Context: an optimization exercise on an open-source flow, tuned for small area, a short achievable clock period and few clock cycles per item. The choices shown serve that exercise and are no tape-out recipe.
Where RTL was checked, it was by simulation tests only, not by an equivalence proof against the original.
No activity file was given, so power comes from the tool's default toggle rates.

Design COMP_Control, start of the top module:
module COMP_Control(
    input clock,
    input rst,
    input start_trigger,
    input reset_act,
    input reset_data,
    input signed [15:0] K0,
    input signed [15:0] K1,
    input signed [15:0] K2,
    input signed [17:0] setPoint,
    input signed [17:0] data,
    output reg busy,
    output wire signed [15:0] COMP_output
    );
    reg [18:0] e0, e1, e2;
    reg [47:0] S, C;
    reg [15:0] Kr;
    reg sB, sC;    
    wire load = start_trigger & ~busy & ~reset_act & ~rst;
    wire clr_all = rst | (reset_act & reset_data);
    wire [18:0] diff = {setPoint[17], setPoint} - {data[17], data};
    wire [15:0] Km = busy ? Kr : K2;
    wire acc_en = load | busy;
    wire d0_one = e1[0] ^ 1'b0;
    wire d0_two = (e1[1] & ~e1[0] & ~1'b0) | (~e1[1] & e1[0] & 1'b0);
    wire d0_neg = (e1[1] & ~(e1[0] & 1'b0)) ^ sB;
    wire d0_pp0 = ((d0_one & Km[0])) ^ d0_neg;
    wire d0_pp1 = ((d0_one & Km[1]) | (d0_two & Km[0])) ^ d0_neg;
    wire d0_pp2 = ((d0_one & Km[2]) | (d0_two & Km[1])) ^ d0_neg;
    wire d0_pp3 = ((d0_one & Km[3]) | (d0_two & Km[2])) ^ d0_neg;
    wire d0_pp4 = ((d0_one & Km[4]) | (d0_two & Km[3])) ^ d0_neg;
    wire d0_pp5 = ((d0_one & Km[5]) | (d0_two & Km[4])) ^ d0_neg;
    wire d0_pp6 = ((d0_one & Km[6]) | (d0_two & Km[5])) ^ d0_neg;
    wire d0_pp7 = ((d0_one & Km[7]) | (d0_two & Km[6])) ^ d0_neg;
    wire d0_pp8 = ((d0_one & Km[8]) | (d0_two & Km[7])) ^ d0_neg;
    wire d0_pp9 = ((d0_one & Km[9]) | (d0_two & Km[8])) ^ d0_neg;
    wire d0_pp10 = ((d0_one & Km[10]) | (d0_two & Km[9])) ^ d0_neg;
    wire d0_pp11 = ((d0_one & Km[11]) | (d0_two & Km[10])) ^ d0_neg;
  ...
Size in the first run: roughly 150 flip-flops, ~110 I/O pins, about 17,000 um^2 of cells after synthesis.
==> flow/config.mk <==
export PLATFORM = sky130hd
export DESIGN_NAME = COMP_Control
export DESIGN_NICKNAME = COMP_Control
export VERILOG_FILES = /design/flow/design.v
export SDC_FILE = /design/flow/constraint.sdc
export NUM_CORES = 4
export LEC_CHECK = 0
export CAP_MARGIN = 20
export CORE_MARGIN = 2
export CORE_UTILIZATION = 40
export SLEW_MARGIN = 20
export SYNTH_HIERARCHICAL = 1
export SYNTH_MINIMUM_KEEP_SIZE = 0
==> flow/constraint.sdc <==
create_clock -name core_clock -period 12.0 [get_ports {clock}]
set_input_delay 2.4000 -clock core_clock [delete_from_list [all_inputs] [get_ports {clock}]]
set_output_delay 2.4000 -clock core_clock [all_outputs]
set_load 0.01 [all_outputs]
standard.sh (not shown) runs the stock make flow with config.mk's settings and CLKGATE_MAP_FILE= SYNTH_SCRIPT=/design/flow/synth_recipe.tcl, a recipe that flattens the netlist after the stock synthesis.
==> flow/flow/run.sh <==
#!/bin/bash
# The standard layout (standard.sh: the standard flow's synthesis, floorplan, placement,
# CTS, routing) at the design's clock period and constraints, with two
# changes to how hard the resizer works:
#  - repair_timing aims for a setup slack of SETUP_MARGIN ns instead of 0,
#    so the critical paths get sized and buffered although the 12 ns clock
#    would already be met;
#  - the port buffers are buf_2 cells rather than the resizer's pick.
set -euo pipefail
cd "$(dirname "$0")/.."
SETUP_MARGIN=$(cat flow/setup_margin.txt)
bash standard.sh "SETUP_SLACK_MARGIN=$SETUP_MARGIN" \
  "BUFFER_PORTS_ARGS=-buffer_cell sky130_fd_sc_hd__buf_2" finish > standard_make.log 2>&1
==> flow/flow/setup_margin.txt <==
5.8
Then changed:
==> flow/flow/setup_margin.txt (replaced) <==
5.4
The new run produced a clean layout.
Setup slack is unchanged.
Clock-buffer cell count is unchanged.
Via count stays the same.
Global-route usage does not change.
Sequential share of layout area does not change.
Clock power stays flat.
Function was not checked in any run of this note: the RTL went through the layout flow alone.

* * *

COMP_Control, a different RTL version from the one above (not shown whole).
Size in the first run: roughly 1800 cells after synthesis, ~110 I/O pins, roughly 16000 um2 of cells after synthesis.
Settings: LEC_CHECK=0, CAP_MARGIN=20, CORE_MARGIN=2, CORE_UTILIZATION=70, CTS_BUF_LIST=sky130_fd_sc_hd__clkbuf_8, SLEW_MARGIN=20, SYNTH_HIERARCHICAL=1, SYNTH_MINIMUM_KEEP_SIZE=0; clock period 12.0 ns.
==> flow/flow/setup_margin.txt <==
6.0
Scripts as last shown in full above: flow/flow/run.sh
Testbench counts at the start, summed over its fixed seeds: cycles 72,000, items 24,000.
Next try:
- ABC_AREA: not set -> 1
- CORE_UTILIZATION: 70 -> 40
Effect:
- The changed run finished with timing, DRC and antenna clean
- total power goes up by 31%
- hold slack improves by 0.026 ns
- final area went up by 1.7%
- wire length came out higher by 4.9%
- area after synthesis shrinks by 0.43%
- non-clock buffer count is lower by 5
- global-route usage shrinks by 14 points

## port drivers added, routing unchanged
How much do the figures lean on ideal ports? The routed layouts below were timed once more, with nothing changed but the port constraints. Step 1 (the two cells are an assumption about what drives the block):
set clk [get_ports {clock}]
set_driving_cell -lib_cell sky130_fd_sc_hd__clkbuf_16 $clk
set_driving_cell -lib_cell sky130_fd_sc_hd__buf_2 [delete_from_list [all_inputs] $clk]
Step 2 moves the port delays by t, midway between the first and last clock arrival at a register: inputs arrive t later, outputs are due t later. That takes back most of the time a late clock gives input paths. Slacks: ideal ports / drivers / drivers and shift; pairs: ideal ports / drivers.
run | t (ns) | slack for setup (ns) | worst hold slack (ns) | worst setup path at the end | clock arrival spread, ns
the first run of note 1 | 0.503 | 6.364 / 6.384 / 5.881 | 0.449 / 0.449 / 0.449 | input to register | 0.014 / 0.014
the second run of note 1 | 0.503 | 6.364 / 6.384 / 5.881 | 0.449 / 0.449 / 0.449 | input to register | 0.014 / 0.014
the first run of note 2 | 0.524 | 6.344 / 6.296 / 5.954 | 0.446 / 0.446 / 0.446 | input to register | 0.016 / 0.017
the second run of note 2 | 0.550 | 6.400 / 6.400 / 5.904 | 0.471 / 0.471 / 0.471 | input to register | 0.015 / 0.015
After both steps setup and hold are still met in every run listed. The setup slack of the second run of note 2, which loses most, moves by 0.000 ns with the drivers and by -0.496 ns with both steps.
